This design comes from an exercise in tuning for small area and a short achievable clock period on the open sky130 flow, not from production work. Only simulation tests tie the RTL to the original design; equivalence was not proved. Power is estimated from default activity; no workload was simulated.

**flow/design.v**
```verilog
module KF6845_Bus_Control_Logic (
    input   logic           clock,
    input   logic           reset,
    input   logic           CS_N,
    input   logic           RS,
    input   logic           ENABLE,
    input   logic           R_OR_W,
    input   logic   [7:0]   D_IN,
    output  logic   [7:0]   internal_data_bus,
    output  logic   [15:0]  write_register,
    output  logic           read_next,
    output  logic   [4:0]   address
);
    logic   [7:0]   latch_data;
    always_ff @(posedge clock) begin
        latch_data  <= D_IN;
    end
    assign  internal_data_bus   = latch_data;
    logic           wr_addr_arm;
    logic           wr_reg_arm;
    wire    sel_wr  = ENABLE & ~CS_N & ~R_OR_W;
    assign  read_next   = ENABLE & ~CS_N &  R_OR_W & RS;
    always_ff @(posedge clock, posedge reset) begin
        if (reset) begin
            wr_addr_arm     <= 1'b0;
            wr_reg_arm      <= 1'b0;
        end
        else begin
            wr_addr_arm     <= sel_wr & ~RS;
            wr_reg_arm      <= sel_wr &  RS;
        end
    end
    always_ff @(posedge clock, posedge reset) begin
        if (reset)
            address             <= 5'h00;
        else if (wr_addr_arm & ~ENABLE)
            address             <= latch_data[4:0];
    end
    wire    write_reg   = wr_reg_arm & ~ENABLE;
    genvar i;
    generate
        for (i = 0; i < 16; i = i + 1) begin : g_we
            assign  write_register[i]   = write_reg & (address == i);
        end
    endgenerate
endmodule
module KF6845_Horizontal_Control (
    input   logic           clock,
    input   logic           video_clock_enable,
    input   logic           reset,
    input   logic   [7:0]   internal_data_bus,
    input   logic           write_horizontal_total_register,
    input   logic           write_horizontal_displayed_register,
    input   logic           write_horizontal_sync_position_register,
    input   logic           write_horizontal_sync_width_register,
    output  logic           Horizontal,
    output  logic           Horizontal_Half,
    output  logic           Horizontal_End,
    output  logic           H_Display,
    output  logic           HSYNC
);
    logic   [7:0]   horizontal_total;
    logic   [7:0]   horizontal_displayed;
    logic   [7:0]   horizontal_sync_position;
    logic   [3:0]   horizontal_sync_width;
    always_ff @(posedge clock, posedge reset) begin
        if (reset) begin
            horizontal_total            <= 8'h00;
            horizontal_displayed        <= 8'h00;
            horizontal_sync_position    <= 8'h00;
            horizontal_sync_width       <= 4'h0;
        end
        else begin
            if (write_horizontal_total_register)
                horizontal_total            <= internal_data_bus;
            if (write_horizontal_displayed_register)
                horizontal_displayed        <= internal_data_bus;
            if (write_horizontal_sync_position_register)
                horizontal_sync_position    <= internal_data_bus;
            if (write_horizontal_sync_width_register)
                horizontal_sync_width       <= internal_data_bus[3:0];
        end
    end
    logic   [7:0]   counter_plus_one;
    wire    [7:0]   next_horizontal_counter = Horizontal ? 8'h00 : counter_plus_one;
    always_ff @(posedge clock, posedge reset) begin
        if (reset)
            counter_plus_one    <= 8'h00;
        else if (video_clock_enable)
            counter_plus_one    <= next_horizontal_counter + 8'h01;
    end
    wire    wire_Horizontal         = (next_horizontal_counter == horizontal_total);
    wire    wire_Horizontal_Half    = (next_horizontal_counter == {1'b0, horizontal_total[7:1]});
    wire    wire_Horizontal_End     = (next_horizontal_counter == horizontal_displayed);
    wire    wire_Sync_Start         = (next_horizontal_counter == horizontal_sync_position);
    logic   [3:0]   horizontal_sync_width_counter;
    logic           reset_horizontal_sync_width;
    wire    [3:0]   next_horizontal_sync_width_counter =
                        reset_horizontal_sync_width ? 4'h0 :
                        HSYNC ? horizontal_sync_width_counter + 4'h1 : horizontal_sync_width_counter;
    wire    wire_reset_horizontal_sync_width = (next_horizontal_sync_width_counter == horizontal_sync_width);
    always_ff @(posedge clock, posedge reset) begin
        if (reset) begin
            horizontal_sync_width_counter   <= 4'h0;
            reset_horizontal_sync_width     <= 1'b0;
            Horizontal                      <= 1'b0;
            Horizontal_Half                 <= 1'b0;
            Horizontal_End                  <= 1'b0;
            H_Display                       <= 1'b0;
            HSYNC                           <= 1'b0;
        end
        else if (video_clock_enable) begin
            horizontal_sync_width_counter   <= next_horizontal_sync_width_counter;
            reset_horizontal_sync_width     <= wire_reset_horizontal_sync_width;
            Horizontal                      <= wire_Horizontal;
            Horizontal_Half                 <= wire_Horizontal_Half;
            Horizontal_End                  <= wire_Horizontal_End;
            H_Display                       <= ~wire_Horizontal_End & (wire_Horizontal | H_Display);
            HSYNC                           <= ~wire_reset_horizontal_sync_width & (wire_Sync_Start | HSYNC);
        end
    end
endmodule
module KF6845_Vertical_Control (
    input   logic           clock,
    input   logic           video_clock_enable,
    input   logic           reset,
    input   logic   [7:0]   internal_data_bus,
    input   logic           write_vertical_total_register,
    input   logic           write_vertical_total_adjust_register,
    input   logic           write_vertical_displayed_register,
    input   logic           write_vertical_sync_position_register,
    input   logic           write_interlace_mode_register,
    input   logic           write_maximum_scan_line_register,
    input   logic           Horizontal,
    input   logic           Horizontal_Half,
    output  logic           V_total_at,
    output  logic           Scanline_End_at,
    output  logic           V_Display,
    output  logic   [4:0]   RA,
    output  logic           VSYNC
);
    function automatic logic inc_eq7(input logic [6:0] a, input logic [6:0] b);
        logic [6:0] diff;
        logic [6:0] ones_below;
        integer i;
        begin
            diff = a ^ b;
            for (i = 0; i < 7; i = i + 1)
                ones_below[i] = ~|(~a & ((7'd1 << i) - 7'd1));
            inc_eq7 = (diff == ones_below);
        end
    endfunction
    function automatic logic inc_eq5(input logic [4:0] a, input logic [4:0] b);
        logic [4:0] diff;
        logic [4:0] ones_below;
        integer i;
        begin
            diff = a ^ b;
            for (i = 0; i < 5; i = i + 1)
                ones_below[i] = ~|(~a & ((5'd1 << i) - 5'd1));
            inc_eq5 = (diff == ones_below);
        end
    endfunction
    function automatic logic inc_eq4(input logic [3:0] a, input logic [3:0] b);
        logic [3:0] diff;
        logic [3:0] ones_below;
        integer i;
        begin
            diff = a ^ b;
            for (i = 0; i < 4; i = i + 1)
                ones_below[i] = ~|(~a & ((4'd1 << i) - 4'd1));
            inc_eq4 = (diff == ones_below);
        end
    endfunction
    function automatic logic inc2_eq5(input logic [4:0] a, input logic [4:0] b);
        inc2_eq5 = (a[0] == b[0]) & inc_eq4(a[4:1], b[4:1]);
    endfunction
    logic   [6:0]   vertical_total_m1;             
    wire    [6:0]   bus7_m1 = internal_data_bus[6:0] - 7'h01;
    logic   [4:0]   vertical_total_adjust;
    logic   [6:0]   vertical_displayed;
    logic   [6:0]   vertical_sync_position_m1;     
    logic   [1:0]   interlace_mode;
    logic   [4:0]   maximum_scan_line;
    always_ff @(posedge clock, posedge reset) begin
        if (reset) begin
            vertical_total_m1           <= 7'h7F;
            vertical_total_adjust       <= 5'h00;
            vertical_displayed          <= 7'h00;
            vertical_sync_position_m1   <= 7'h3E;
            interlace_mode              <= 2'b00;
            maximum_scan_line           <= 5'h00;
        end
        else begin
            if (write_vertical_total_register)
                vertical_total_m1       <= bus7_m1;
            if (write_vertical_total_adjust_register)
                vertical_total_adjust   <= internal_data_bus[4:0];
            if (write_vertical_displayed_register)
                vertical_displayed      <= internal_data_bus[6:0];
            if (write_vertical_sync_position_register)
                vertical_sync_position_m1   <= internal_data_bus[6:0] - 7'h01;
            if (write_interlace_mode_register)
                interlace_mode          <= internal_data_bus[1:0];
            if (write_maximum_scan_line_register)
                maximum_scan_line       <= internal_data_bus[4:0];
        end
    end
    logic   [4:0]   scan_line_counter;
    logic   [6:0]   character_row_counter;
    logic           interlace_video;     
    logic           odd_or_even;
    logic           Vadjust;
    logic   [3:0]   Vsync_counter;
    logic           Vsync_odd;
    logic           Vsync_even;
    logic           scan_line_match;
    logic           adjust_match;
    logic           adjust_match_m1;
    logic           row_match;
    logic           adjust_zero;     
    always_ff @(posedge clock, posedge reset) begin
        if (reset)
            adjust_zero     <= 1'b1;
        else if (write_vertical_total_adjust_register)
            adjust_zero     <= ~|internal_data_bus[4:0];
    end
    wire    v_total_match   = odd_or_even ? (adjust_zero ? row_match : (Vadjust & adjust_match_m1))
                                          : (Vadjust & adjust_match);
    wire    [4:0]   bus5    = internal_data_bus[4:0];
    wire    [6:0]   bus7    = internal_data_bus[6:0];
    wire    sl_eq_bus       = (scan_line_counter == bus5);
    wire    sl1_eq_bus      = inc_eq5(scan_line_counter, bus5);
    wire    sl2_eq_bus      = inc2_eq5(scan_line_counter, bus5);
    wire    sl1_eq_msl      = inc_eq5(scan_line_counter, maximum_scan_line);
    wire    sl2_eq_adj      = inc2_eq5(scan_line_counter, vertical_total_adjust);
    wire    bus5_zero       = (bus5 == 5'd0);
    wire    bus5_one        = (bus5 == 5'd1);
    wire    msl_zero        = ~|maximum_scan_line;
    wire    adj_one         = (vertical_total_adjust == 5'd1);
    wire    row_eq_bus      = (character_row_counter == bus7);
    wire    row1_eq_bus     = (character_row_counter == bus7_m1);
    wire    row1_eq_vt      = (character_row_counter == vertical_total_m1);
    wire    bus7_zero       = (bus7 == 7'd0);
    wire    vt_zero         = &vertical_total_m1;
    wire    we_msl          = write_maximum_scan_line_register;
    wire    we_adj          = write_vertical_total_adjust_register;
    wire    we_vt           = write_vertical_total_register;
    always_ff @(posedge clock, posedge reset) begin
        if (reset) begin
            scan_line_match     <= 1'b1;
            adjust_match        <= 1'b1;
            adjust_match_m1     <= 1'b0;
            row_match           <= 1'b1;
        end
        else if (video_clock_enable & Horizontal & (v_total_match | scan_line_match)) begin
            scan_line_match     <= we_msl ? bus5_zero : msl_zero;
            adjust_match        <= we_adj ? bus5_zero : adjust_zero;
            adjust_match_m1     <= we_adj ? bus5_one  : adj_one;
            if (v_total_match)
                row_match       <= we_vt ? bus7_zero : vt_zero;
            else
                row_match       <= we_vt ? row1_eq_bus : row1_eq_vt;
        end
        else if (video_clock_enable & Horizontal) begin
            scan_line_match     <= we_msl ? sl1_eq_bus : sl1_eq_msl;
            adjust_match        <= we_adj ? sl1_eq_bus : adjust_match_m1;
            adjust_match_m1     <= we_adj ? sl2_eq_bus : sl2_eq_adj;
            row_match           <= we_vt  ? row_eq_bus : row_match;
        end
        else begin
            scan_line_match     <= we_msl ? sl_eq_bus  : scan_line_match;
            adjust_match        <= we_adj ? sl_eq_bus  : adjust_match;
            adjust_match_m1     <= we_adj ? sl1_eq_bus : adjust_match_m1;
            row_match           <= we_vt  ? row_eq_bus : row_match;
        end
    end
    assign  Scanline_End_at = Horizontal & scan_line_match;
    assign  V_total_at      = Horizontal & v_total_match;
    wire    vdisp_zero  = ~|vertical_displayed;
    wire    vdisp_inc   = inc_eq7(character_row_counter, vertical_displayed);
    wire    vdisp_hold  = (character_row_counter == vertical_displayed);
    wire    vsp_zero    = &vertical_sync_position_m1;
    wire    vsp_inc     = (character_row_counter == vertical_sync_position_m1);
    wire    v_display_hold  = ~vdisp_hold & V_Display;
    wire    v_display_event = V_total_at      ? ~vdisp_zero :
                              Scanline_End_at ? (~vdisp_inc & V_Display) : v_display_hold;
    wire    vsync_start     = Scanline_End_at & (V_total_at ? vsp_zero : vsp_inc);
    always_ff @(posedge clock, posedge reset) begin
        if (reset) begin
            scan_line_counter       <= 5'h00;
            character_row_counter   <= 7'h00;
            interlace_video         <= 1'b0;
            odd_or_even             <= 1'b1;
            Vadjust                 <= 1'b0;
            V_Display               <= 1'b0;
            RA                      <= 5'h00;
            Vsync_counter           <= 4'h0;
            Vsync_odd               <= 1'b0;
            Vsync_even              <= 1'b0;
        end
        else begin
            V_Display               <= video_clock_enable ? v_display_event : v_display_hold;
            if (video_clock_enable) begin
                if (V_total_at)
                    character_row_counter   <= 7'h00;
                else if (Scanline_End_at)
                    character_row_counter   <= character_row_counter + 7'h01;
                if (V_total_at) begin
                    interlace_video     <= &interlace_mode;
                    odd_or_even         <= ~interlace_mode[0] | ~odd_or_even;
                end
                if (V_total_at)
                    Vadjust             <= 1'b0;
                else if (Scanline_End_at & row_match)
                    Vadjust             <= 1'b1;
                if (Horizontal) begin
                    if (v_total_match | scan_line_match) begin
                        scan_line_counter   <= 5'h00;
                        RA                  <= {4'h0, interlace_video & odd_or_even};
                    end
                    else begin
                        scan_line_counter   <= scan_line_counter + 5'h01;
                        RA                  <= RA + {3'h0, interlace_video, ~interlace_video};
                    end
                    if (vsync_start) begin
                        Vsync_odd           <= 1'b1;
                        Vsync_counter       <= 4'h0;
                    end
                    else begin
                        if (&Vsync_counter)
                            Vsync_odd       <= 1'b0;
                        Vsync_counter       <= Vsync_counter + 4'h1;
                    end
                end
                if (Horizontal_Half)
                    Vsync_even          <= Vsync_odd;
            end
        end
    end
    assign  VSYNC   = odd_or_even ? Vsync_odd : Vsync_even;
endmodule
module KF6845_Linear_Address_Generator (
    input   logic           clock,
    input   logic           video_clock_enable,
    input   logic           reset,
    input   logic   [7:0]   internal_data_bus,
    input   logic           write_start_address_h_register,
    input   logic           write_start_address_l_register,
    input   logic           Horizontal,
    input   logic           Horizontal_End,
    input   logic           V_total_at,
    input   logic           Scanline_End_at,
    output  logic   [13:0]  MA
);
    logic   [13:0]  start_address;
    always_ff @(posedge clock, posedge reset) begin
        if (reset)
            start_address   <= 14'h0;
        else begin
            if (write_start_address_h_register)
                start_address[13:8] <= internal_data_bus[5:0];
            if (write_start_address_l_register)
                start_address[7:0]  <= internal_data_bus;
        end
    end
    wire    [13:0]  increment_ma = MA + 14'h1;
    logic   [13:0]  retrace_ma;
    logic   [13:0]  next_line_ma;
    wire    [13:0]  line_ma = V_total_at ? start_address :
                              Scanline_End_at ? next_line_ma : retrace_ma;
    always_ff @(posedge clock, posedge reset) begin
        if (reset) begin
            retrace_ma      <= 14'h0;
            next_line_ma    <= 14'h0;
            MA              <= 14'h0;
        end
        else if (video_clock_enable) begin
            if (Horizontal)
                retrace_ma  <= line_ma;
            if (Horizontal_End)
                next_line_ma    <= increment_ma;
            MA              <= Horizontal ? line_ma : increment_ma;
        end
    end
endmodule
module KF6845_Cursor (
    input   logic           clock,
    input   logic           video_clock_enable,
    input   logic           reset,
    input   logic   [7:0]   internal_data_bus_in,
    input   logic           write_cursor_start_register,
    input   logic           write_cursor_end_register,
    input   logic           write_cursor_h_register,
    input   logic           write_cursor_l_register,
    output  logic   [13:0]  cursor_address,
    input   logic           V_total_at,
    input   logic   [4:0]   RA,
    input   logic   [13:0]  MA,
    output  logic           CURSOR
);
    logic   [1:0]   blink_config;
    logic   [4:0]   cursor_start;
    logic   [4:0]   cursor_end;
    always_ff @(posedge clock, posedge reset) begin
        if (reset) begin
            blink_config            <= 2'h1;
            cursor_start            <= 5'h0;
            cursor_end              <= 5'h0;
            cursor_address          <= 14'h0;
        end
        else begin
            if (write_cursor_start_register) begin
                blink_config        <= internal_data_bus_in[6:5];
                cursor_start        <= internal_data_bus_in[4:0];
            end
            if (write_cursor_end_register)
                cursor_end          <= internal_data_bus_in[4:0];
            if (write_cursor_h_register)
                cursor_address[13:8] <= internal_data_bus_in[5:0];
            if (write_cursor_l_register)
                cursor_address[7:0] <= internal_data_bus_in;
        end
    end
    logic   [4:0]   field_rate_counter;
    logic           cursor_on;
    wire    V_total = video_clock_enable & V_total_at;
    always_ff @(posedge clock, posedge reset) begin
        if (reset) begin
            field_rate_counter      <= 5'h0;
            cursor_on               <= 1'b0;
        end
        else begin
            if (V_total)
                field_rate_counter  <= field_rate_counter + 5'h1;
            if (~blink_config[1])
                cursor_on           <= ~blink_config[0];
            else if (V_total & ~|field_rate_counter[3:0] & (~blink_config[0] | ~field_rate_counter[4]))
                cursor_on           <= ~cursor_on;
        end
    end
    wire    cursor_character = (cursor_address == MA);
    wire    cursor_scanline  = (cursor_start <= RA) && (RA <= cursor_end);
    assign  CURSOR  = cursor_character & cursor_scanline & cursor_on;
endmodule
module KF6845_Light_Pen (
    input   logic           clock,
    input   logic           video_clock_enable,
    input   logic           reset,
    output  logic   [13:0]  light_pen,
    output  logic   [13:0]  next_light_pen,
    input   logic   [13:0]  MA,
    input   logic           LPSTB
);
    logic   prev_lpstb;
    always_ff @(posedge clock, posedge reset) begin
        if (reset)
            prev_lpstb      <= 1'b1;
        else if (video_clock_enable)
            prev_lpstb      <= LPSTB;
    end
    assign  next_light_pen  = (video_clock_enable & ~prev_lpstb & LPSTB) ? MA : light_pen;
    always_ff @(posedge clock, posedge reset) begin
        if (reset)
            light_pen       <= 14'h0;
        else
            light_pen       <= next_light_pen;
    end
endmodule
module KF6845 (
    input   logic           clock,
    input   logic           video_clock_enable,
    input   logic           reset,
    input   logic           CS_N,
    input   logic           RS,
    input   logic           ENABLE,
    input   logic           R_OR_W,
    input   logic   [7:0]   D_IN,
    output  logic   [7:0]   D_OUT,
    input   logic           LPSTB,
    output  logic           CURSOR,
    output  logic           HSYNC,
    output  logic           VSYNC,
    output  logic   [4:0]   RA,
    output  logic   [13:0]  MA,
    output  logic           DE
);
    logic   [7:0]   internal_data_bus;
    logic   [15:0]  write_register;
    logic           read_next;
    logic   [4:0]   address;
    logic   [13:0]  next_light_pen;
    logic           Horizontal;
    logic           Horizontal_Half;
    logic           Horizontal_End;
    logic           H_Display;
    logic           V_Display;
    logic           V_total_at;
    logic           Scanline_End_at;
    logic           CURSOR_Buffer;
    logic           HSYNC_Buffer;
    logic           VSYNC_Buffer;
    logic   [4:0]   RA_Buffer;
    logic   [13:0]  MA_Buffer;
    logic   [13:0]  cursor_address;
    logic   [13:0]  light_pen;
    KF6845_Bus_Control_Logic u_Bus_Control_Logic (
        .clock                                      (clock),
        .reset                                      (reset),
        .CS_N                                       (CS_N),
        .RS                                         (RS),
        .ENABLE                                     (ENABLE),
        .R_OR_W                                     (R_OR_W),
        .D_IN                                       (D_IN),
        .internal_data_bus                          (internal_data_bus),
        .write_register                             (write_register),
        .read_next                                  (read_next),
        .address                                    (address)
    );
    KF6845_Horizontal_Control u_Horizontal_Control (
        .clock                                      (clock),
        .video_clock_enable                         (video_clock_enable),
        .reset                                      (reset),
        .internal_data_bus                          (internal_data_bus),
        .write_horizontal_total_register            (write_register[0]),
        .write_horizontal_displayed_register        (write_register[1]),
        .write_horizontal_sync_position_register    (write_register[2]),
        .write_horizontal_sync_width_register       (write_register[3]),
        .Horizontal                                 (Horizontal),
        .Horizontal_Half                            (Horizontal_Half),
        .Horizontal_End                             (Horizontal_End),
        .H_Display                                  (H_Display),
        .HSYNC                                      (HSYNC_Buffer)
    );
    KF6845_Vertical_Control u_Vertical_Control (
        .clock                                      (clock),
        .video_clock_enable                         (video_clock_enable),
        .reset                                      (reset),
        .internal_data_bus                          (internal_data_bus),
        .write_vertical_total_register              (write_register[4]),
        .write_vertical_total_adjust_register       (write_register[5]),
        .write_vertical_displayed_register          (write_register[6]),
        .write_vertical_sync_position_register      (write_register[7]),
        .write_interlace_mode_register              (write_register[8]),
        .write_maximum_scan_line_register           (write_register[9]),
        .Horizontal                                 (Horizontal),
        .Horizontal_Half                            (Horizontal_Half),
        .V_total_at                                 (V_total_at),
        .V_Display                                  (V_Display),
        .Scanline_End_at                            (Scanline_End_at),
        .RA                                         (RA_Buffer),
        .VSYNC                                      (VSYNC_Buffer)
    );
    KF6845_Linear_Address_Generator u_Linear_Address_Generator (
        .clock                                      (clock),
        .video_clock_enable                         (video_clock_enable),
        .reset                                      (reset),
        .internal_data_bus                          (internal_data_bus),
        .write_start_address_h_register             (write_register[12]),
        .write_start_address_l_register             (write_register[13]),
        .Horizontal                                 (Horizontal),
        .Horizontal_End                             (Horizontal_End),
        .V_total_at                                 (V_total_at),
        .Scanline_End_at                            (Scanline_End_at),
        .MA                                         (MA_Buffer)
    );
    KF6845_Cursor u_Cursor (
        .clock                                      (clock),
        .video_clock_enable                         (video_clock_enable),
        .reset                                      (reset),
        .internal_data_bus_in                       (internal_data_bus),
        .write_cursor_start_register                (write_register[10]),
        .write_cursor_end_register                  (write_register[11]),
        .write_cursor_h_register                    (write_register[14]),
        .write_cursor_l_register                    (write_register[15]),
        .cursor_address                             (cursor_address),
        .V_total_at                                 (V_total_at),
        .RA                                         (RA_Buffer),
        .MA                                         (MA_Buffer),
        .CURSOR                                     (CURSOR_Buffer)
    );
    KF6845_Light_Pen u_Light_Pen (
        .clock                                      (clock),
        .video_clock_enable                         (video_clock_enable),
        .reset                                      (reset),
        .light_pen                                  (light_pen),
        .next_light_pen                             (next_light_pen),
        .MA                                         (MA),
        .LPSTB                                      (LPSTB)
    );
    logic   [7:0]   read_data;
    always_comb begin
        case (address)
            5'h0E:   read_data  = {2'b00, cursor_address[13:8]};
            5'h0F:   read_data  = cursor_address[7:0];
            5'h10:   read_data  = {2'b00, next_light_pen[13:8]};
            5'h11:   read_data  = next_light_pen[7:0];
            default: read_data  = 8'hFF;
        endcase
    end
    logic   [7:0]   D_OUT_n;
    always_ff @(posedge clock, posedge reset) begin
        if (reset)
            D_OUT_n <= 8'h00;
        else
            D_OUT_n <= read_next ? ~read_data : 8'h00;
    end
    assign  D_OUT   = ~D_OUT_n;
    always_ff @(posedge clock, posedge reset) begin
        if (reset) begin
            CURSOR  <= 1'b0;
            HSYNC   <= 1'b0;
            VSYNC   <= 1'b0;
            RA      <= 5'h0;
            MA      <= 14'h0;
            DE      <= 1'b0;
        end
        else begin
            CURSOR  <= CURSOR_Buffer;
            HSYNC   <= HSYNC_Buffer;
            VSYNC   <= VSYNC_Buffer;
            RA      <= RA_Buffer;
            MA      <= MA_Buffer;
            DE      <= H_Display & V_Display;
        end
    end
endmodule
```
**flow/config.mk**
```make
export PLATFORM = sky130hd
export DESIGN_NAME = KF6845
export DESIGN_NICKNAME = KF6845
export VERILOG_FILES = /design/flow/design.v
export SDC_FILE = /design/flow/constraint.sdc
export NUM_CORES = 4
export LEC_CHECK = 0
export ABC_AREA = 1
export CAP_MARGIN = 20
export CORE_MARGIN = 2
export CORE_UTILIZATION = 60
export PLACE_DENSITY = 0.75
export SETUP_SLACK_MARGIN = 2.05
export SLEW_MARGIN = 20
```
**flow/constraint.sdc**
```tcl
create_clock -name core_clock -period 4.0 [get_ports {clock}]
set_input_delay 0.8000 -clock core_clock [delete_from_list [all_inputs] [get_ports {clock}]]
set_output_delay 0.8000 -clock core_clock [all_outputs]
set_load 0.01 [all_outputs]
```
**flow/flow/run.sh**
```bash
#!/bin/bash
set -euo pipefail
export BUFFER_PORTS_ARGS="-buffer_cell sky130_fd_sc_hd__buf_4"
export CTS_ARGS="-sink_clustering_enable -repair_clock_nets -sink_clustering_size 16 -sink_clustering_max_diameter 60 -buf_list sky130_fd_sc_hd__clkbuf_8 -dont_use_dummy_load"
bash standard.sh finish > flow_make.log 2>&1
```
**flow/standard.sh**
```bash
#!/bin/bash
# synth_recipe.tcl (not shown) runs the flow's synth.tcl, then flattens the netlist and writes it again
# the make line also repeats each setting of config.mk as NAME=value (left out here)
make -C /OpenROAD-flow-scripts/flow DESIGN_CONFIG=/design/flow/config.mk WORK_HOME=/design/flow/orfs CLKGATE_MAP_FILE= SYNTH_SCRIPT=/design/flow/synth_recipe.tcl "${@:-finish}"
```
==> key figures, run 1 <==
Outcome
  • Status: timing/DRC/antenna clean

Placement
  • Gp weighted congestion: about 0.90
  • IO Port Bufs: 46
  • HPWL Detailed: about 21000 µm
  • Placed Instances: 1736

Critical path
  • CP max stage delay: around 540 ps
  • Worst path top cell family by delay: flip-flops
  • CP Capture Type: flop
  • Required @ worst endpoint: 4420 ps
  • Worst r2r src: u_Horizontal_Control.Horizontal
  • Critical path peak fanout: 15
  • Setup crit end: u_Linear_Address_Generator.retrace_ma[9]
  • CP Launch Type: flop
  • Slowest CP cell: dfrtp_2
  • Critical Path Start: u_Horizontal_Control.Horizontal
  • WS Path Type: flop to flop
  • Buffers & Inverters on Critical Path: 1
  • R2r endpoint: u_Linear_Address_Generator.retrace_ma[9]
  • Cells along the critical path: nand2_1, clkinvlp_4, nand2_1, o211ai_1, o211ai_1, o21ai_0
  • CP Depth: 6
  • R2R depth: 6
  • Worst reg2reg setup slack: around 2100 ps
  • CP arrival: between 2000 and 2500 ps

Pwr
  • Clock power frac: ~16%
  • Power per cell area: between 500 and 600 nW/µm²
  • Psw: ~3000 µW
  • Peak VDD IR: 0.326 mV
  • Internal Dissipation: between 4000 and 5000 µW
  • Combinational power share: between 30 and 40%
  • Seq pwr share: between 50% and 60%
  • Switch share: between 30% and 40%
  • Final Power: roughly 7700 µW
  • P_leak: 0.00659 µW

STA
  • Count of pins over their slew limit: 0
  • Setup violations, final: 0
  • Relative slew slack: 40.7%
  • Worst slew pin tran: 882 ps
  • Hold Slack: ~290 ps
  • RSZ-0062 raised after global routing: yes
  • Clk_skew: just over 30 ps
  • Final period utilization: 48.3%
  • Post-route minimum period: about 1900 ps
  • Final Hold Viols: 0
  • FMAX: ~520 MHz

Final layout
  • Fin cells: 1775
  • Layout Nets: between 1.5k and 2k
  • Synthesis-to-finish area growth: 8.90%
  • Antenna Cells: 0
  • Most common cell after layout, fill and taps aside: nand2_1
  • Most frequent cells in the layout: 375 x nand2_1, 224 x dfrtp_1, 140 x o21ai_0
  • Footprint of the multi-input gates: between 5000 and 6000 µm²
  • # fillers: about 1.8k
  • Register Area: between 6000 and 7000 µm²
  • Share of cells above drive strength 1: 13.7%
  • Fin util: around two thirds

Global routing
  • Vias in the first global route: between 9k and 10k
  • Grt met2 use: a little under half
  • First-pass GRT wire length: a little under 50000 µm
  • GR peak layer: met2
  • Grt met1 use: between 30% and 40%
  • Total track usage: 28.1%
  • Grt ovf: 0
  • Initial antenna violation count: 0
  • Largest net degree at the start of global routing: ~130
  • GR Layer Usage met3: 3.93%

Min path
  • Hold Path Class: input pin to asynchronous set/reset pin

Clocking
  • H-tree Lvls: 1
  • Cts hold-fix bufs: 0
  • CTS tree: built
  • Clk latency of the worst-skew pair: approximately 540 ps
  • CTS buffer count: 21
  • Clock-pin slew of the registers on the worst-case setup and hold paths: 100 ps
  • CTS root buf: clkbuf_8
  • Deepest clock path buffer count: 3
  • # clock sinks: 260

Logic synthesis
  • Post-synth top area cell: dfrtp_1
  • EDFF count, synth: 0
  • Area share of the largest cell type after synthesis: around 46%
  • Syn_area_per_cell: 8.74 µm²
  • Yosys cell types: 58
  • Register area share after synthesis: 51.0%
  • Syn Inst Count: approximately 1.5k
  • Area contributors post-synth: dfrtp_1 46%, nand2_1 11%, o21ai_0 5.5%
  • Count of warnings emitted by yosys: 7
  • Synth async-reset ratio: 96.9%
  • Mapped Area: 12700 µm²
  • Ys flop type: dfrtp_1
  • Net Count, Synth: approximately 1.5k
  • Seq cells post-synth: between 200 and 300

Drt
  • Drt total wl: 31000 µm
  • DR WL/cell: ~17 µm
  • Post-route DRC: 0
  • Starting DRT DRC Count: between 900 and 1k
  • DR vias/cell: 5.74
  • Final ANT Viol Nets: 0
  • Vias: a little over 10k
  • First-pass detailed-route iteration total: 5

Floorplanning
  • Starting density of the core: 60.9%
  • Die height: roughly 150 µm
  • Width of the die: between 100 and 150 µm
  • IO Count: 47
  • Row count: 53
  • DIE AREA: 22400 µm²
  • Core box area: about 21000 µm²

Flow run
  • Max-cap check violation count: 0
[flip-flops by register name, indices dropped and copies added (netlist names), 7 cells and up]
name	count
u_Linear_Address_Generator.MA	14
u_Light_Pen.light_pen	14
u_Horizontal_Control.horizontal_total	8
u_Horizontal_Control.horizontal_sync_position	8
u_Bus_Control_Logic.latch_data	8
u_Vertical_Control.vertical_sync_position_m1	7
u_Vertical_Control.character_row_counter	7
u_Linear_Address_Generator.retrace_ma	14
MA	14
D_OUT_n	8
u_Horizontal_Control.counter_plus_one	8
u_Cursor.cursor_address	14
u_Vertical_Control.vertical_displayed	7
u_Vertical_Control.vertical_total_m1	7
u_Linear_Address_Generator.next_line_ma	14
u_Linear_Address_Generator.start_address	14
u_Horizontal_Control.horizontal_displayed	8
[metrics by stage]
step	TNS (ps)	worst slack [ps]	instance area, µm²
3_3_place_gp	0	1450	13300
4_1_cts	0	2010	13600
2_1_floorplan	-23340	-100	12700
3_5_place_dp	0	1440	13300
5_1_grt	0	1930	13900
6_report	0	2070	13900
[Yosys cell counts (all sizes together) (2+ instances only)]
master / instances
nand2: 389
dfrtp: 233
o21ai: 173
inv: 152
nand3: 80
nor2: 69
xor2: 48
o211ai: 36
xnor2: 33
clkbuf: 31
nor3: 27
ha: 25
a21oi: 23
dfstp: 19
nand4: 17
buf: 16
mux2: 12
nor4: 9
dfxtp: 8
o22ai: 8
or2: 8
a22o: 5
a21o: 4
o2111ai: 4
o221ai: 4
a221oi: 3
nand3b: 3
a2111oi: 2
a22oi: 2
clkinv: 2
nor3b: 2
[routing by layer]
metal  share of wire [%]  up-vias
li1                    -     4852
met1                  42     4865
met2                  48      399
met3                 7.4       65
met4                 2.7        0
met5                   0        -
[power groups by stage]
stage               combinational [µW]  clock (µW)  sequential (µW)
floorplan                         1890           0             3690
global placement                  2410           0             3870
detailed placement                2480           0             3900
CTS                               2510        1300             3850
global route                      2940        1400             3940
finish                            2600        1270             3870
[worst min-delay path by stage]
stage / from / to / cells after the start
floorplan: u_Linear_Address_Generator.MA[13] / MA[13] / 0
global placement: u_Linear_Address_Generator.MA[6] / MA[6] / 0
detailed placement: u_Vertical_Control.RA[2] / RA[2] / 0
CTS: reset / HSYNC / 2
global route: reset / HSYNC / 2
finish: reset / HSYNC / 2
[worst register-to-register path: stages, from the launching register on]
cell and delay, ps:
dfrtp_2 540, nand2_1 330, clkinvlp_4 420, nand2_1 160
o211ai_1 110, o211ai_1 130, o21ai_0 120
[cell families (layout without fill, tap and decap cells)]
group | count (synthesis) | count (layout) | share of synthesized area, %
XOR/XNOR | 81 | 81 | 5.58
AND/OR/NAND/NOR | 606 | 606 | 21.3
buffers and inverters | 201 | 246 | 6.22
adder cells (fa/ha/maj) | 26 | 26 | 2.62
multiplexers | 12 | 12 | 1.06
flip-flops | 260 | 260 | 51.0
AO/OA/AOI/OAI | 269 | 269 | 12.2
[final cells by class]
| cell class | count | share of cell area, % |
|---|---|---|
| timing repair buffer | 70 | 4.18 |
| multi-input combinational | 994 | 39.7 |
| inverter | 154 | 4.48 |
| timing repair inverter | 1 | 0.0542 |
| sequential | 260 | 47.0 |
| clock buffer | 21 | 2.09 |
| tap | 275 | 2.48 |
[repair_timing]
item,4_1_cts,5_1_grt
gates cloned,0,1
gates resized for setup,17,30
setup endpoints to repair,45,55
pin swaps,0,1
endpoints found under the hold margin,0,0
setup buffers,3,14
==> run 2: changes to the inputs <==
--- a/flow/config.mk
+++ b/flow/config.mk
@@ -12,3 +12,3 @@
 export PLACE_DENSITY = 0.75
-export SETUP_SLACK_MARGIN = 2.05
+export SETUP_SLACK_MARGIN = 2.15
 export SLEW_MARGIN = 20
==> run 2 against run 1 <==
  * Via count rose by 3.3%
  * Register-to-register slack improved by 40 ps
  * Sequential power barely moved
  * Critical path depth rose by 4
  * Sequential share of layout area fell by 2.3 points
  * Core utilization rose by 3.5 points
  * Clock power rose by 6%
  * Count of clock-buffer cells in the layout rose by 2
  * Cell count rose by 2.2%
==> key figures, run 2 <==
Logic synthesis
  • Syn_area_per_cell: 8.74 µm²
  • Seq cells post-synth: 260
  • Commonest cells in the netlist: 380 x nand2_1, 233 x dfrtp_1, 141 x o21ai_0
  • Post-synthesis compound-gate area fraction: 12.2%
  • Register area share after synthesis: between 50 and 60%
  • Count of warnings emitted by yosys: 7
  • Post-synth top area cell: dfrtp_1
  • Synth Area in Adders: 2.62%
  • Synth async-reset ratio: 96.9%
  • Synth Area in XOR/XNOR: roughly 5.6%
  • Mapped Area: ~13000 µm²
  • Yosys cell types: between 50 and 60
  • Net Count, Synth: between 1k and 1.5k
  • Mux contribution to synthesized area: under 10%
  • Most common cell in the netlist: nand2_1
  • Ys flop type: dfrtp_1
  • Largest family of logic cells by synthesized area: simple AND/OR/NAND/NOR gates
  • Area contributors post-synth: dfrtp_1 46%, nand2_1 11%, o21ai_0 5.5%
  • Area share of the largest cell type after synthesis: between 40% and 50%
  • EDFF count, synth: 0
  • Syn Inst Count: about 1.5k
  • Simple-Gate Fraction of Synth Area: between 20% and 30%

Drt
  • DR vias/cell: about 5.8
  • DR WL/cell: approximately 18 µm
  • First-pass detailed-route iteration total: 6
  • Starting DRT DRC Count: 932
  • Vias: ~11k
  • Post-route DRC: 0
  • Final ANT Viol Nets: 0
  • Drt total wl: 32600 µm

Clocking
  • CTS tree: built
  • # clock sinks: 260
  • CTS buffer count: 23
  • Clock-pin slew of the registers on the worst-case setup and hold paths: ~100 ps
  • H-tree Lvls: 1
  • CTS root buf: clkbuf_8
  • Clk latency of the worst-skew pair: about 560 ps
  • Deepest clock path buffer count: 3

Global routing
  • Initial antenna violation count: 0
  • Largest net degree at the start of global routing: 170
  • Vias in the first global route: 10.1k
  • Grt ovf: 0
  • Total track usage: approximately 29%
  • First-pass GRT wire length: approximately 52000 µm

Placement
  • IO Port Bufs: between 40 and 50
  • DP Worst Slack: 1380 ps
  • HPWL Detailed: 21700 µm
  • Gp weighted congestion: slightly above 0.9

Final layout
  • Most common cell after layout, fill and taps aside: nand2_1
  • Most frequent cells in the layout: 368 x nand2_1, 218 x dfrtp_1, 131 x o21ai_0
  • Share of cells above drive strength 1: 18.5%
  • Fin util: a little over two thirds
  • Antenna Cells: 0
  • # fillers: 1655
  • Synthesis-to-finish area growth: 14.6%
  • Layout Nets: 1583

Outcome
  • Status: timing/DRC/antenna clean

Critical path
  • R2R depth: 10
  • WS Path Type: flop to flop
  • Critical path peak fanout: 12
  • Required @ worst endpoint: about 4500 ps
  • CP Capture Type: flop
  • Worst reg2reg setup slack: ~2100 ps
  • R2r endpoint: u_Vertical_Control.row_match
  • CP Launch Type: flop
  • CP arrival: approximately 2400 ps
  • Worst r2r src: u_Bus_Control_Logic.latch_data[5]

STA
  • Relative slew slack: roughly a quarter
  • Setup violations, final: 0
  • Final period utilization: a little under half
  • Worst slew pin tran: approximately 1100 ps
  • Clk_skew: 62.2 ps
  • Final worst setup slack: between 2000 and 2500 ps
  • Post-route minimum period: between 1500 and 2000 ps
  • RSZ-0062 raised after global routing: yes
  • Hold Slack: 334 ps
  • Final Hold Viols: 0
  • Count of pins over their slew limit: 0
  • FMAX: 529 MHz

Pwr
  • P_leak: between 0.006 and 0.007 µW
  • Peak VDD IR: roughly 0.4 mV
  • Power per cell area: 559 nW/µm²
  • Final Power: about 8100 µW

Min path
  • Hold Crit Depth: 1
  • Hold Path Class: input pin to flop
  • Worst hold endpoint: u_Bus_Control_Logic.latch_data[0]
  • Min-delay src: D_IN[0]

Floorplanning
  • IO Count: 47
  • Row count: 53
  • Starting density of the core: 60.9%
  • DIE AREA: around 22000 µm²
  • Die height: 150 µm
  • Width of the die: between 100 and 150 µm
  • Core box area: 20900 µm²

Flow run
  • Max-cap check violation count: 0
[run 2: cell counts after synthesis]
No cell type changed its count.
[run 2: layer usage]
| metal | wire length [µm] | up-vias | GRT usage (%) | part of all wire (%) |
|---|---|---|---|---|
| met2 | 15900 | 377 | 48.6 | 49 |
| met1 | 13600 | 5117 | 40.1 | 42 |
| li1 | - | 4941 | - | - |
| met4 | 1000 | 0 | 10.8 | 3.1 |
| met5 | 0 | - | 0 | 0 |
| met3 | 2100 | 77 | 4.30 | 6.4 |
[run 2: worst max-delay path: stages, from the launching register on]
cell        delay, ps
dfxtp_1           430
clkinvlp_4        380
nand3_1           290
o21ai_1           110
nand2_1           100
nand2_1            80
nand2_1            60
nand2_1            50
nor2_1            130
nand2_1           100
a21oi_2           120
[run 2: repair_timing]
action | in CTS | in global routing
gates cloned | 3 | 2
gates resized for setup | 75 | 67
endpoints found under the setup margin | 89 | 131
setup buffers | 21 | 31
hold buffers | 0 | 0
pin swaps | 7 | 25
[run 2: layout make-up]
cell class / instances / area, µm² / share of cell area [%]
tap: 275 / 344 / 2.36
clock buffer: 23 / 317 / 2.17
multi-input combinational: 994 / 5700 / 39.1
timing repair buffer: 106 / 1030 / 7.05
sequential: 260 / 6520 / 44.7
timing repair inverter: 2 / 16.3 / 0.112
inverter: 154 / 656 / 4.50
[run 2: metrics by stage]
stage | setup TNS (ps) | instances | cell area [µm²]
final | 0 | 1814 | 14600
after global routing | 0 | 1814 | 14600
after CTS | 0 | 1781 | 14100
after floorplan | -23340 | 1455 | 12800
after detailed placement | 0 | 1734 | 13300
after global placement | 0 | 1734 | 13300
[run 2: logic make-up (layout without fill, tap and decap cells)]
family,count (synthesis),in the layout
buffers and inverters,201,285
AOI/OAI and AO/OA,269,269
adders and majority gates,26,26
DFF,260,260
and+or+nand+nor,606,606
muxes,12,12
xor gates and xnor gates,81,81
[run 2: worst max path at each step]
| stage | depth (start not counted) | end | start | slack (ps) |
|---|---|---|---|---|
| 6_report | 10 | u_Vertical_Control.row_match | u_Bus_Control_Logic.latch_data[5] | 2110 |
| 5_1_grt | 12 | u_Vertical_Control.row_match | u_Bus_Control_Logic.latch_data[0] | 1990 |
| 3_5_place_dp | 9 | u_Vertical_Control.RA[4] | video_clock_enable | 1380 |
| 4_1_cts | 2 | D_OUT[7] | D_OUT_n[7] | 2080 |
| 3_3_place_gp | 9 | u_Vertical_Control.RA[4] | video_clock_enable | 1450 |
| 2_1_floorplan | 1 | CURSOR | reset | -100 |
[run 2: power breakdown]
part / internal (µW) / switching (µW) / total (µW) / leakage (µW)
Combinational: 1310 / 1660 / 2960 / 0.00343
Clock: 514 / 823 / 1340 / 0.000165
Sequential: 3260 / 582 / 3850 / 0.00332
Total: 5080 / 3060 / 8150 / 0.00692
==> run 3: changes to the inputs <==
==> flow/flow/run.sh (replaced) <==
#!/bin/bash
set -euo pipefail
export BUFFER_PORTS_ARGS="-buffer_cell sky130_fd_sc_hd__buf_2"
export CTS_ARGS="-sink_clustering_enable -repair_clock_nets -sink_clustering_size 16 -sink_clustering_max_diameter 60 -buf_list sky130_fd_sc_hd__clkbuf_8 -dont_use_dummy_load"
bash standard.sh finish > flow_make.log 2>&1
--- a/flow/config.mk
+++ b/flow/config.mk
@@ -12,3 +12,3 @@
 export PLACE_DENSITY = 0.75
-export SETUP_SLACK_MARGIN = 2.15
+export SETUP_SLACK_MARGIN = 2.05
 export SLEW_MARGIN = 20
==> run 3 against run 2 <==
  * Clock skew down 13 ps
  * Global-route usage decreased by 1.1 points
  * Critical path depth is 2 lower
  * Non-clock buffer count shrank 30
  * Core utilization is 3.7 points lower
  * Combinational power down 13%
  * Critical path type unchanged
  * Largest cell class unchanged
==> key figures, run 3 <==
Drt
  • First-pass detailed-route iteration total: 5
  • Vias: roughly 10k
  • Drt total wl: 30900 µm
  • Post-route DRC: 0
  • Final ANT Viol Nets: 0
  • DR WL/cell: 17.3 µm
  • Starting DRT DRC Count: 848
  • DR vias/cell: around 5.7

Min path
  • Min-delay src: D_IN[7]
  • Worst hold endpoint: u_Bus_Control_Logic.latch_data[7]
  • Hold Path Class: input pin to flop
  • Hold Crit Depth: 1

Pwr
  • Combinational power share: between 30% and 40%
  • Clock power frac: between 15 and 20%
  • Psw: between 2000 and 3000 µW
  • Internal Dissipation: 4770 µW
  • Peak VDD IR: 0.259 mV
  • Switch share: between 30% and 40%
  • P_leak: around 0.0066 µW
  • Seq pwr share: about half
  • Power per cell area: ~560 nW/µm²

Critical path
  • CP Capture Type: flop
  • WS Path Type: flop to flop
  • CP arrival: between 2000 and 2500 ps
  • Worst r2r src: u_Vertical_Control.adjust_zero
  • R2r endpoint: u_Cursor.field_rate_counter[4]
  • Required @ worst endpoint: 4420 ps
  • Critical path peak fanout: 8
  • R2R depth: 8
  • CP Launch Type: flop
  • Worst reg2reg setup slack: approximately 2100 ps
  • Slowest CP cell: dfstp_2
  • Cells along the critical path: inv_1, o211ai_1, nand2_2, inv_2, nand2_1, nor2_1, nand3_1, xnor2_1
  • CP max stage delay: approximately 530 ps

Logic synthesis
  • Syn Inst Count: 1455
  • Area contributors post-synth: dfrtp_1 46%, nand2_1 11%, o21ai_0 5.5%
  • Most common cell in the netlist: nand2_1
  • Commonest cells in the netlist: 380 x nand2_1, 233 x dfrtp_1, 141 x o21ai_0
  • Seq cells post-synth: 260
  • Count of warnings emitted by yosys: 7
  • Mapped Area: roughly 13000 µm²
  • Area share of the largest cell type after synthesis: a little under half
  • Register area share after synthesis: 51.0%
  • Yosys cell types: between 50 and 60
  • Net Count, Synth: 1497
  • Ys flop type: dfrtp_1
  • EDFF count, synth: 0
  • Synth async-reset ratio: 96.9%
  • Post-synth top area cell: dfrtp_1
  • Syn_area_per_cell: a little under 9 µm²

Clocking
  • CTS buffer count: 21
  • # clock sinks: 260
  • CTS tree: built
  • Clock-pin slew of the registers on the worst-case setup and hold paths: 100 ps
  • H-tree Lvls: 1
  • Deepest clock path buffer count: 3
  • Cts hold-fix bufs: 0
  • CTS root buf: clkbuf_8
  • Clk latency of the worst-skew pair: approximately 550 ps

Floorplanning
  • DIE AREA: 22400 µm²
  • Core box area: roughly 21000 µm²
  • IO Count: between 40 and 50
  • Row count: 53
  • Starting density of the core: between 60 and 70%
  • Width of the die: roughly 150 µm
  • Die height: ~150 µm

Final layout
  • # fillers: around 1.7k
  • Most common cell after layout, fill and taps aside: nand2_1
  • Fin cells: roughly 1.8k
  • Synthesis-to-finish area growth: 8.49%
  • Most frequent cells in the layout: 376 x nand2_1, 225 x dfrtp_1, 140 x o21ai_0
  • Share of cells above drive strength 1: 14.2%
  • Layout Nets: 1550
  • Antenna Cells: 0

STA
  • Worst slew pin tran: a little over 900 ps
  • Relative slew slack: between 30% and 40%
  • Post-route minimum period: between 1500 and 2000 ps
  • Count of pins over their slew limit: 0
  • Final period utilization: between 40% and 50%
  • Clk_skew: roughly 49 ps
  • Final worst setup slack: around 2100 ps
  • Setup violations, final: 0
  • FMAX: ~520 MHz
  • Final Hold Viols: 0
  • RSZ-0062 raised after global routing: yes

Placement
  • Gp weighted congestion: approximately 0.89
  • DP Worst Slack: between 1000 and 1500 ps
  • IO Port Bufs: 46
  • HPWL Detailed: between 20000 and 25000 µm
  • Placed Instances: 1738

Outcome
  • Status: timing/DRC/antenna clean

Flow run
  • Max-cap check violation count: 0

Global routing
  • First-pass GRT wire length: approximately 50000 µm
  • Total track usage: approximately 28%
  • Vias in the first global route: roughly 9.7k
  • Largest net degree at the start of global routing: a little over 70
  • Initial antenna violation count: 0
  • Grt ovf: 0
==> run 3: cell counts after synthesis <==
No cell type changed its count.
==> run 3: what timing repair did <==
item                                   in CTS  in global routing
pin swaps                                   0                  5
setup endpoints to repair                  47                 68
gates cloned                                1                  0
endpoints found under the hold margin       0                  0
resized for setup                          18                 37
setup buffers                               5                 16
==> run 3: per-stage QoR <==
stage               TNS (ps)  hold slack [ps]  utilization [%]  power (µW)  instance area, µm²
floorplan             -23340              374                -        5580               12700
global placement           0              423             63.2        6230               13200
detailed placement         0              430             63.2        6310               13200
CTS                        0              332             65.0        7600               13600
global route               0              344             66.1        8220               13800
finish                     0              366             66.1        7680               13800
==> run 3: kinds of logic (layout without fill, tap and decap cells) <==
group           Yosys count  count (layout)  share of synthesized area, %
fa+ha+maj                26              26                          2.62
buf+inv                 201             252                          6.22
simple gates            606             606                          21.3
compound gates          269             269                          12.2
flops                   260             260                          51.0
xor+xnor                 81              81                          5.58
mux                      12              12                          1.06
==> run 3: power groups by stage <==
stage	Sequential, µW	Clock [µW]	Combinational (µW)
2_1_floorplan	3690	0	1890
4_1_cts	3830	1310	2460
6_report	3840	1280	2570
5_1_grt	3910	1400	2910
3_3_place_gp	3860	0	2370
3_5_place_dp	3870	0	2440
==> run 3: cell type report <==
class	count	area [µm²]	share of cell area, %
Tap cell	275	344	2.49
Timing Repair inverter	1	7.51	0.0544
Timing Repair Buffer	76	502	3.64
Clock buffer	21	289	2.09
Multi-Input combinational cell	994	5530	40.1
Inverter	154	622	4.51
Sequential cell	260	6510	47.2
==> run 3: worst max-delay path, delay by kind of cell, from the launching register on <==
kind,cells,cell delay [ps]
simple gates,4,750
flops,1,530
compound gates,1,220
xor+xnor,1,130
buf+inv,2,200
==> run 3: worst max-delay path by stage <==
stage / to / startpoint / slack [ps]
3_5_place_dp: u_Vertical_Control.character_row_counter[5] / video_clock_enable / 1330
4_1_cts: u_Linear_Address_Generator.MA[8] / u_Vertical_Control.adjust_zero / 1940
6_report: u_Cursor.field_rate_counter[4] / u_Vertical_Control.adjust_zero / 2060
2_1_floorplan: CURSOR / reset / -100
5_1_grt: u_Cursor.field_rate_counter[4] / u_Vertical_Control.adjust_zero / 1940
3_3_place_gp: u_Vertical_Control.character_row_counter[5] / video_clock_enable / 1390
==> run 3: layer usage <==
metal / vias up / share of wire, % / routed length (µm) / GRT usage, %
met5: - / 0 / 0 / 0
met4: 0 / 3.5 / 1090 / 10.6
met3: 74 / 5.4 / 1680 / 4.42
met2: 311 / 47 / 14500 / 46.1
met1: 4886 / 44 / 13600 / 38.8
li1: 4875 / - / - / -
==> run 4: changes to the inputs <==
--- a/flow/config.mk
+++ b/flow/config.mk
@@ -11,4 +11,4 @@
 export CORE_UTILIZATION = 60
-export PLACE_DENSITY = 0.75
 export SETUP_SLACK_MARGIN = 2.05
 export SLEW_MARGIN = 20
+export TNS_END_PERCENT = 0
==> run 4 against run 3 <==
  * Synthesized cell count unchanged
  * Hold slack worse by 120 ps
  * Clock power increased by 9%
==> key figures, run 4 <==
STA
  • Clk_skew: 80.8 ps
  • Sum Neg Setup Slack: 0 ps
  • RSZ-0062 raised after global routing: yes
  • Final Hold Viols: 0
  • FMAX: between 500 and 600 MHz
  • Setup violations, final: 0
  • Worst slew pin tran: between 700 and 800 ps
  • Post-route minimum period: between 1500 and 2000 ps
  • Relative slew slack: about half
  • Final period utilization: between 40 and 50%
  • Count of pins over their slew limit: 0

Final layout
  • Share of cells above drive strength 1: 13.3%
  • # fillers: ~1.8k
  • Antenna Cells: 0
  • Most frequent cells in the layout: 377 x nand2_1, 227 x dfrtp_1, 140 x o21ai_0
  • Layout Nets: about 1.5k
  • Synthesis-to-finish area growth: 8.03%
  • Most common cell after layout, fill and taps aside: nand2_1
  • Post-route cell area: 13700 µm²

Logic synthesis
  • Synth async-reset ratio: between 90 and 100%
  • Area share of the largest cell type after synthesis: 45.8%
  • Net Count, Synth: 1497
  • EDFF count, synth: 0
  • Area contributors post-synth: dfrtp_1 46%, nand2_1 11%, o21ai_0 5.5%
  • Mapped Area: ~13000 µm²
  • Yosys cell types: 58
  • Ys flop type: dfrtp_1
  • Count of warnings emitted by yosys: 7
  • Seq cells post-synth: between 200 and 300
  • Most common cell in the netlist: nand2_1
  • Syn_area_per_cell: 8.74 µm²
  • Simple-Gate Fraction of Synth Area: between 20% and 30%
  • Commonest cells in the netlist: 380 x nand2_1, 233 x dfrtp_1, 141 x o21ai_0
  • Post-synthesis compound-gate area fraction: around 12%
  • Register area share after synthesis: 51.0%
  • Largest family of logic cells by synthesized area: simple AND/OR/NAND/NOR gates
  • Mux contribution to synthesized area: 1.06%
  • Synth Area in XOR/XNOR: ~5.6%
  • Post-synth top area cell: dfrtp_1
  • Syn Inst Count: roughly 1.5k
  • Synth Area in Adders: approximately 2.6%

Floorplanning
  • Core box area: ~21000 µm²
  • Die height: 150 µm
  • DIE AREA: about 22000 µm²
  • IO Count: between 40 and 50
  • Width of the die: around 150 µm
  • Starting density of the core: 60.9%
  • Row count: 53

Global routing
  • Total track usage: 29.4%
  • Grt ovf: 0
  • Grt met1 use: approximately 43%
  • Grt met2 use: between 40% and 50%
  • First-pass GRT wire length: just over 50000 µm
  • Largest net degree at the start of global routing: roughly 110
  • GR Layer Usage met3: under 10%
  • Vias in the first global route: 9584
  • Initial antenna violation count: 0
  • GR peak layer: met2

Outcome
  • Status: timing/DRC/antenna clean

Clocking
  • H-tree Lvls: 1
  • Clock-pin slew of the registers on the worst-case setup and hold paths: roughly 100 ps
  • Deepest clock path buffer count: 3
  • CTS buffer count: 24
  • # clock sinks: 260
  • Clk latency of the worst-skew pair: around 590 ps
  • CTS tree: built
  • CTS root buf: clkbuf_8

Min path
  • Hold Path Class: input pin to asynchronous set/reset pin

Drt
  • Post-route DRC: 0
  • Starting DRT DRC Count: between 600 and 700
  • Drt total wl: about 32000 µm
  • DR vias/cell: about 5.6
  • DR WL/cell: approximately 18 µm
  • Vias: 10.0k
  • First-pass detailed-route iteration total: 7
  • Final ANT Viol Nets: 0

Placement
  • HPWL Detailed: ~22000 µm
  • IO Port Bufs: between 40 and 50
  • Gp weighted congestion: between 0.9 and 1
  • Area after DPL: approximately 13000 µm²

Critical path
  • Critical path peak fanout: 12
  • CP Capture Type: flop
  • CP arrival: ~2400 ps
  • CP Launch Type: flop
  • Required @ worst endpoint: 4450 ps
  • WS Path Type: flop to flop

Pwr
  • Power per cell area: between 500 and 600 nW/µm²
  • P_leak: around 0.0066 µW
  • Peak VDD IR: just over 0.3 mV

Flow run
  • Max-cap check violation count: 0
-- run 4: final timing paths --
path | from | endpoint | slack (ps) | cells past startpoint
min in group core_clock | D_IN[7] | u_Bus_Control_Logic.latch_data[7] | 360 | 1
max | u_Vertical_Control.odd_or_even | u_Linear_Address_Generator.MA[12] | 2060 | 8
min | reset | u_Cursor.cursor_address[8] | 250 | 2
max reg2reg | u_Vertical_Control.odd_or_even | u_Linear_Address_Generator.MA[12] | 2060 | 8
max in group asynchronous | reset | RA[3] | 2750 | 3
min reg2reg | u_Linear_Address_Generator.MA[7] | MA[7] | 460 | 0
-- run 4: final cells by class --
type	count	area, µm²	area share, %
flip-flops and latches	260	6510	47.3
multi-input cells	995	5510	40.1
inverters	154	614	4.47
repair buffers	67	428	3.11
well taps	275	344	2.50
clock buffers	24	330	2.40
repair inverters	1	7.51	0.0546
-- run 4: cells by family (layout without fill, tap and decap cells) --
kind of cell             Yosys count  in the layout
AND/OR/NAND/NOR                  606            607
AO/OA/AOI/OAI                    269            269
flip-flops                       260            260
buffers and inverters            201            246
XOR/XNOR                          81             81
adder cells (fa/ha/maj)           26             26
multiplexers                      12             12
-- run 4: timing repair --
item / in CTS / in global routing
setup buffers: 4 / 7
cloned: 1 / 1
resized for setup: 13 / 28
setup endpoints to repair: 48 / 94
hold endpoints to repair: 0 / 0
hold buffers: 0 / 0
pin swaps: 0 / 9
-- run 4: worst max-delay path, cell delays in order, from the launching register on --
cell	delay, ps
dfstp_2	620
o211ai_1	120
nand2_2	140
clkinvlp_4	190
nand2_8	170
buf_4	170
o211ai_1	100
o211ai_1	170
o211ai_1	160
-- run 4: through the flow --
step	hold WS, ps	util, %	total power, µW	worst slack, ps	instances
floorplan	374	-	5580	-100	1455
global placement	434	63.2	6270	1380	1739
detailed placement	436	63.2	6330	1350	1739
CTS	245	65.2	7740	1890	1768
global route	288	65.8	8350	1950	1776
finish	245	65.8	7780	2060	1776
-- run 4: layer usage --
metal | vias up | wire [µm]
met4 | 0 | 784
met1 | 4815 | 14700
li1 | 4864 | -
met3 | 53 | 1660
met2 | 272 | 14800
met5 | - | 0
-- run 4: power by group --
group / leakage, µW / total, µW / internal [µW] / switching [µW]
clock: 0.000173 / 1390 / 535 / 852
combinational: 0.00308 / 2550 / 1020 / 1530
sequential: 0.00333 / 3850 / 3260 / 591
total: 0.00658 / 7780 / 4810 / 2970
==> run 5: changes to the inputs <==
--- a/flow/config.mk
+++ b/flow/config.mk
@@ -11,4 +11,3 @@
 export CORE_UTILIZATION = 60
-export SETUP_SLACK_MARGIN = 2.05
+export SETUP_SLACK_MARGIN = 2.0
 export SLEW_MARGIN = 20
-export TNS_END_PERCENT = 0
==> run 5 against run 4 <==
  * Critical endpoint is now MA[1]
  * Highest routed layer unchanged
  * Clock skew up 2.9 ps
  * Largest power group unchanged
  * Combinational power up 2%
  * Critical path depth down 7
  * Critical path type is now flop to output pin
  * Still clean
==> key figures, run 5 <==
Outcome
  • Status: timing/DRC/antenna clean

Logic synthesis
  • Yosys cell types: 58
  • Area share of the largest cell type after synthesis: approximately 46%
  • Syn_area_per_cell: a little under 9 µm²
  • Post-synth top area cell: dfrtp_1
  • Net Count, Synth: roughly 1.5k
  • EDFF count, synth: 0
  • Count of warnings emitted by yosys: 7
  • Syn Inst Count: between 1k and 1.5k
  • Register area share after synthesis: between 50% and 60%
  • Commonest cells in the netlist: 380 x nand2_1, 233 x dfrtp_1, 141 x o21ai_0
  • Mapped Area: approximately 13000 µm²
  • Seq cells post-synth: between 200 and 300
  • Synth async-reset ratio: a little over nine tenths
  • Area contributors post-synth: dfrtp_1 46%, nand2_1 11%, o21ai_0 5.5%
  • Most common cell in the netlist: nand2_1
  • Ys flop type: dfrtp_1

Clocking
  • H-tree Lvls: 1
  • Clock-pin slew of the registers on the worst-case setup and hold paths: approximately 100 ps
  • CTS root buf: clkbuf_8
  • Deepest clock path buffer count: 3
  • CTS tree: built
  • CTS buffer count: 24
  • # clock sinks: 260
  • Clk latency of the worst-skew pair: about 600 ps

STA
  • Sum Neg Setup Slack: 0 ps
  • Relative slew slack: 52.2%
  • Worst slew pin tran: between 700 and 800 ps
  • Post-route minimum period: around 1900 ps
  • RSZ-0062 raised after global routing: yes
  • Count of pins over their slew limit: 0
  • Final period utilization: between 40% and 50%
  • Clk_skew: around 84 ps
  • Final Hold Viols: 0
  • Setup violations, final: 0
  • Final worst setup slack: between 2000 and 2500 ps
  • Hold Slack: around 240 ps
  • FMAX: 516 MHz

Final layout
  • Most common cell after layout, fill and taps aside: nand2_1
  • Layout Nets: 1558
  • Share of cells above drive strength 1: between 10 and 15%
  • Antenna Cells: 0
  • Fin cells: 1789
  • Synthesis-to-finish area growth: 9.01%
  • Most frequent cells in the layout: 377 x nand2_1, 225 x dfrtp_1, 140 x o21ai_0
  • Post-route cell area: roughly 14000 µm²

Critical path
  • Worst r2r src: u_Bus_Control_Logic.address[0]
  • CP arrival: 1140 ps
  • Buffers & Inverters on Critical Path: 1
  • CP Capture Type: output pin
  • CP Depth: 1
  • R2r endpoint: u_Vertical_Control.row_match
  • CP Launch Type: flop
  • Required @ worst endpoint: 3200 ps
  • R2R depth: 11
  • Slowest CP cell: dfrtp_1
  • Cells along the critical path: buf_2
  • CP max stage delay: 410 ps
  • WS Path Type: flop to output pin
  • Critical path peak fanout: 2
  • Worst reg2reg setup slack: ~2100 ps
  • Worst path top cell family by delay: flip-flops

Global routing
  • Initial antenna violation count: 0
  • First-pass GRT wire length: a little over 50000 µm
  • Vias in the first global route: 9630
  • Largest net degree at the start of global routing: about 110
  • Total track usage: 29.5%
  • Grt ovf: 0

Drt
  • Final ANT Viol Nets: 0
  • First-pass detailed-route iteration total: 6
  • Starting DRT DRC Count: 712
  • Vias: just over 10k
  • DR WL/cell: approximately 18 µm
  • Drt total wl: approximately 32000 µm
  • Post-route DRC: 0
  • DR vias/cell: about 5.6

Floorplanning
  • Width of the die: ~150 µm
  • Starting density of the core: between 60% and 70%
  • IO Count: 47
  • DIE AREA: roughly 22000 µm²
  • Die height: 150 µm
  • Row count: 53
  • Core box area: between 20000 and 25000 µm²

Pwr
  • Switch share: 38.1%
  • Peak VDD IR: 0.312 mV
  • Power per cell area: ~560 nW/µm²
  • Psw: between 2000 and 3000 µW
  • Internal Dissipation: slightly below 5000 µW
  • P_leak: ~0.0066 µW
  • Combinational power share: 33.1%
  • Seq pwr share: between 40% and 50%
  • Clock power frac: around 18%

Placement
  • Area after DPL: 13200 µm²
  • Placed Instances: about 1.7k
  • DP Worst Slack: around 1400 ps
  • IO Port Bufs: 46
  • Gp weighted congestion: roughly 0.93
  • HPWL Detailed: between 20000 and 25000 µm

Flow run
  • Max-cap check violation count: 0

Min path
  • Hold Path Class: input pin to asynchronous set/reset pin
-- run 5: area by class of cell --
class / count / area [µm²]
Inverter: 154 / 616
Timing Repair inverter: 1 / 7.51
Tap cell: 275 / 344
Timing Repair Buffer: 80 / 542
Fill cell: 1828 / 7020
Multi-Input combinational cell: 995 / 5520
Clock buffer: 24 / 330
Sequential cell: 260 / 6510
-- run 5: what timing repair did --
item	4_1_cts	5_1_grt
gates cloned	1	1
pin swaps	2	10
hold buffers	0	0
setup buffers	7	17
resized for setup	18	26
endpoints found under the setup margin	44	38
-- run 5: worst max path at each step --
| stage | slack (ps) | startpoint | end |
|---|---|---|---|
| 6_report | 2060 | MA[1] | MA[1] |
| 5_1_grt | 1910 | u_Vertical_Control.row_match | u_Vertical_Control.character_row_counter[5] |
| 4_1_cts | 2000 | u_Bus_Control_Logic.address[1] | u_Vertical_Control.row_match |
| 3_5_place_dp | 1350 | video_clock_enable | u_Vertical_Control.character_row_counter[5] |
| 3_3_place_gp | 1380 | video_clock_enable | u_Vertical_Control.character_row_counter[5] |
| 2_1_floorplan | -100 | reset | CURSOR |
-- run 5: logic make-up after synthesis --
family / synth area share (%)
AND/OR/NAND/NOR: 21.3
AO/OA/AOI/OAI: 12.2
flip-flops: 51.0
multiplexers: 1.06
buffers and inverters: 6.22
adder cells (fa/ha/maj): 2.62
XOR/XNOR: 5.58
-- run 5: routing by layer --
layer | vias up | global-route usage (%) | routed length, µm | share of wire (%)
met5 | - | 0 | 0 | 0
met2 | 286 | 48.1 | 15000 | 47
met1 | 4821 | 42.6 | 14700 | 46
met3 | 63 | 2.96 | 1520 | 4.8
met4 | 0 | 7.71 | 903 | 2.8
li1 | 4896 | - | - | -
-- run 5: power by group through the flow --
stage	registers (µW)	clock network, µW	logic [µW]
3_3_place_gp	3880	0	2390
6_report	3840	1390	2590
3_5_place_dp	3890	0	2440
2_1_floorplan	3690	0	1890
4_1_cts	3850	1420	2480
5_1_grt	3930	1510	2960
-- run 5: metrics by stage --
step / total power, µW / utilization, %
3_5_place_dp: 6330 / 63.2
5_1_grt: 8390 / 66.4
2_1_floorplan: 5580 / -
6_report: 7820 / 66.4
4_1_cts: 7750 / 65.4
3_3_place_gp: 6270 / 63.2
==> run 6: changes to the inputs <==
--- a/flow/config.mk
+++ b/flow/config.mk
@@ -10,3 +10,3 @@
 export CORE_MARGIN = 2
-export CORE_UTILIZATION = 60
+export CORE_UTILIZATION = 50
 export SETUP_SLACK_MARGIN = 2.0
==> run 6 against run 5 <==
  * Die area up 19%
  * Flip-flop and latch count unchanged
  * Clock power about the same
  * Combinational power down 2%
  * Clock skew down 20 ps
  * Count of clock-buffer cells in the layout up 1
  * Largest cell class unchanged
  * Largest power group unchanged
==> key figures, run 6 <==
STA
  • Relative slew slack: 45.0%
  • Final period utilization: 48.8%
  • Clk_skew: 64.1 ps
  • RSZ-0062 raised after global routing: yes
  • FMAX: roughly 510 MHz
  • Final Hold Viols: 0

Critical path
  • WS Path Type: flop to flop
  • CP arrival: between 2000 and 2500 ps
  • Worst path top cell family by delay: flip-flops
  • Worst r2r src: u_Vertical_Control.odd_or_even
  • R2R depth: 7
  • CP Launch Type: flop
  • CP max stage delay: 620 ps
  • R2r endpoint: u_Linear_Address_Generator.MA[12]
  • CP Capture Type: flop
  • Slowest CP cell: dfstp_2
  • Worst path most repeated cell: o211ai_1
  • Cells along the critical path: o211ai_1, nand2_2, clkinvlp_4, nand2_8, o211ai_1, o211ai_1, o211ai_1
  • Required @ worst endpoint: roughly 4400 ps

Final layout
  • Most frequent cells in the layout: 376 x nand2_1, 222 x dfrtp_1, 140 x o21ai_0
  • Antenna Cells: 0
  • Synthesis-to-finish area growth: 9.22%
  • # fillers: 2377
  • Layout Nets: 1550
  • Register Area: around 6500 µm²
  • Fin cells: around 1.8k
  • Footprint of the multi-input gates: approximately 5500 µm²

Logic synthesis
  • Seq cells post-synth: 260
  • Post-synth top area cell: dfrtp_1
  • Most common cell in the netlist: nand2_1
  • Mapped Area: around 13000 µm²
  • Yosys cell types: 58
  • Synth async-reset ratio: 96.9%
  • Syn Inst Count: ~1.5k
  • Commonest cells in the netlist: 380 x nand2_1, 233 x dfrtp_1, 141 x o21ai_0
  • Ys flop type: dfrtp_1
  • Area contributors post-synth: dfrtp_1 46%, nand2_1 11%, o21ai_0 5.5%
  • Area share of the largest cell type after synthesis: between 40% and 50%
  • Count of warnings emitted by yosys: 7

Clocking
  • # clock sinks: 260
  • CTS tree: built
  • Clock-pin slew of the registers on the worst-case setup and hold paths: roughly 110 ps
  • Deepest clock path buffer count: 3
  • CTS root buf: clkbuf_8
  • CTS buffer count: 25
  • Clk latency of the worst-skew pair: ~580 ps

Global routing
  • Largest net degree at the start of global routing: 71
  • GR peak layer: met2
  • Grt ovf: 0
  • Initial antenna violation count: 1
  • Grt met2 use: roughly 40%
  • Vias in the first global route: approximately 9.5k
  • GR Layer Usage met3: ~2.8%
  • Total track usage: approximately a quarter
  • Grt met1 use: between 30% and 40%

Floorplanning
  • Starting density of the core: 50.7%
  • Core box area: about 25000 µm²
  • IO Count: between 40 and 50
  • Row count: slightly below 60
  • DIE AREA: roughly 27000 µm²

Placement
  • IO Port Bufs: 46
  • Placed Instances: about 1.8k

Drt
  • DR WL/cell: 17.4 µm
  • DR vias/cell: approximately 5.4
  • Post-route DRC: 0
  • Drt total wl: roughly 32000 µm
  • Starting DRT DRC Count: approximately 790
  • First-pass detailed-route iteration total: 5

Outcome
  • Status: timing/DRC/antenna clean

Pwr
  • Power per cell area: between 500 and 600 nW/µm²
  • Final Power: 7820 µW
-- run 6: metrics by stage --
| step | worst slack, ps | cell area (µm²) | setup TNS, ps |
|---|---|---|---|
| 2_1_floorplan | -100 | 12700 | -23340 |
| 3_3_place_gp | 1360 | 13200 | 0 |
| 3_5_place_dp | 1330 | 13200 | 0 |
| 4_1_cts | 1970 | 13700 | 0 |
| 5_1_grt | 1940 | 13900 | 0 |
| 6_report | 2050 | 13900 | 0 |
-- run 6: worst max path at each step --
stage,from,endpoint,slack [ps],depth (start not counted)
final,u_Vertical_Control.odd_or_even,u_Linear_Address_Generator.MA[12],2050,7
after global routing,u_Horizontal_Control.Horizontal,u_Linear_Address_Generator.retrace_ma[13],1940,6
after CTS,u_Vertical_Control.adjust_zero,u_Vertical_Control.Vsync_counter[1],1970,9
after detailed placement,video_clock_enable,u_Horizontal_Control.HSYNC,1330,8
after global placement,video_clock_enable,u_Horizontal_Control.HSYNC,1360,8
after floorplan,reset,CURSOR,-100,1
-- run 6: logic make-up after synthesis --
family	Yosys count	synth area share, %
flip-flops	260	51.0
adder cells (fa/ha/maj)	26	2.62
multiplexers	12	1.06
AO/OA/AOI/OAI	269	12.2
buffers and inverters	201	6.22
AND/OR/NAND/NOR	606	21.3
XOR/XNOR	81	5.58
-- run 6: final cells by class --
class | instances | area share [%]
well taps | 330 | 2.97
repair buffers | 73 | 3.40
clock buffers | 25 | 2.48
multi-input cells | 994 | 39.8
inverters | 154 | 4.50
flip-flops and latches | 260 | 46.9
-- run 6: where the power goes --
group	internal [µW]	switching (µW)	total, µW
Sequential	3260	590	3850
Combinational	1040	1520	2550
Clock	556	854	1410
-- run 6: what timing repair did --
action / CTS / global route
hold endpoints to repair: 0 / 0
setup buffers: 7 / 12
setup endpoints to repair: 46 / 56
gates resized for setup: 15 / 41
pin swaps: 2 / 5
-- run 6: per-layer routing --
metal,wire length (µm),vias to the layer above
met5,0,-
met4,945,0
met3,1450,50
met2,14700,237
met1,14800,4689
li1,-,4865

Re-timed with assumed drivers on the ports (clkbuf_16 on the clock, buf_2 on other inputs), run 6 has 2.043 ns of setup slack against 2.050 ns with ideal ports, and 1.562 ns once port delays also move by the mid clock arrival of 0.592 ns.
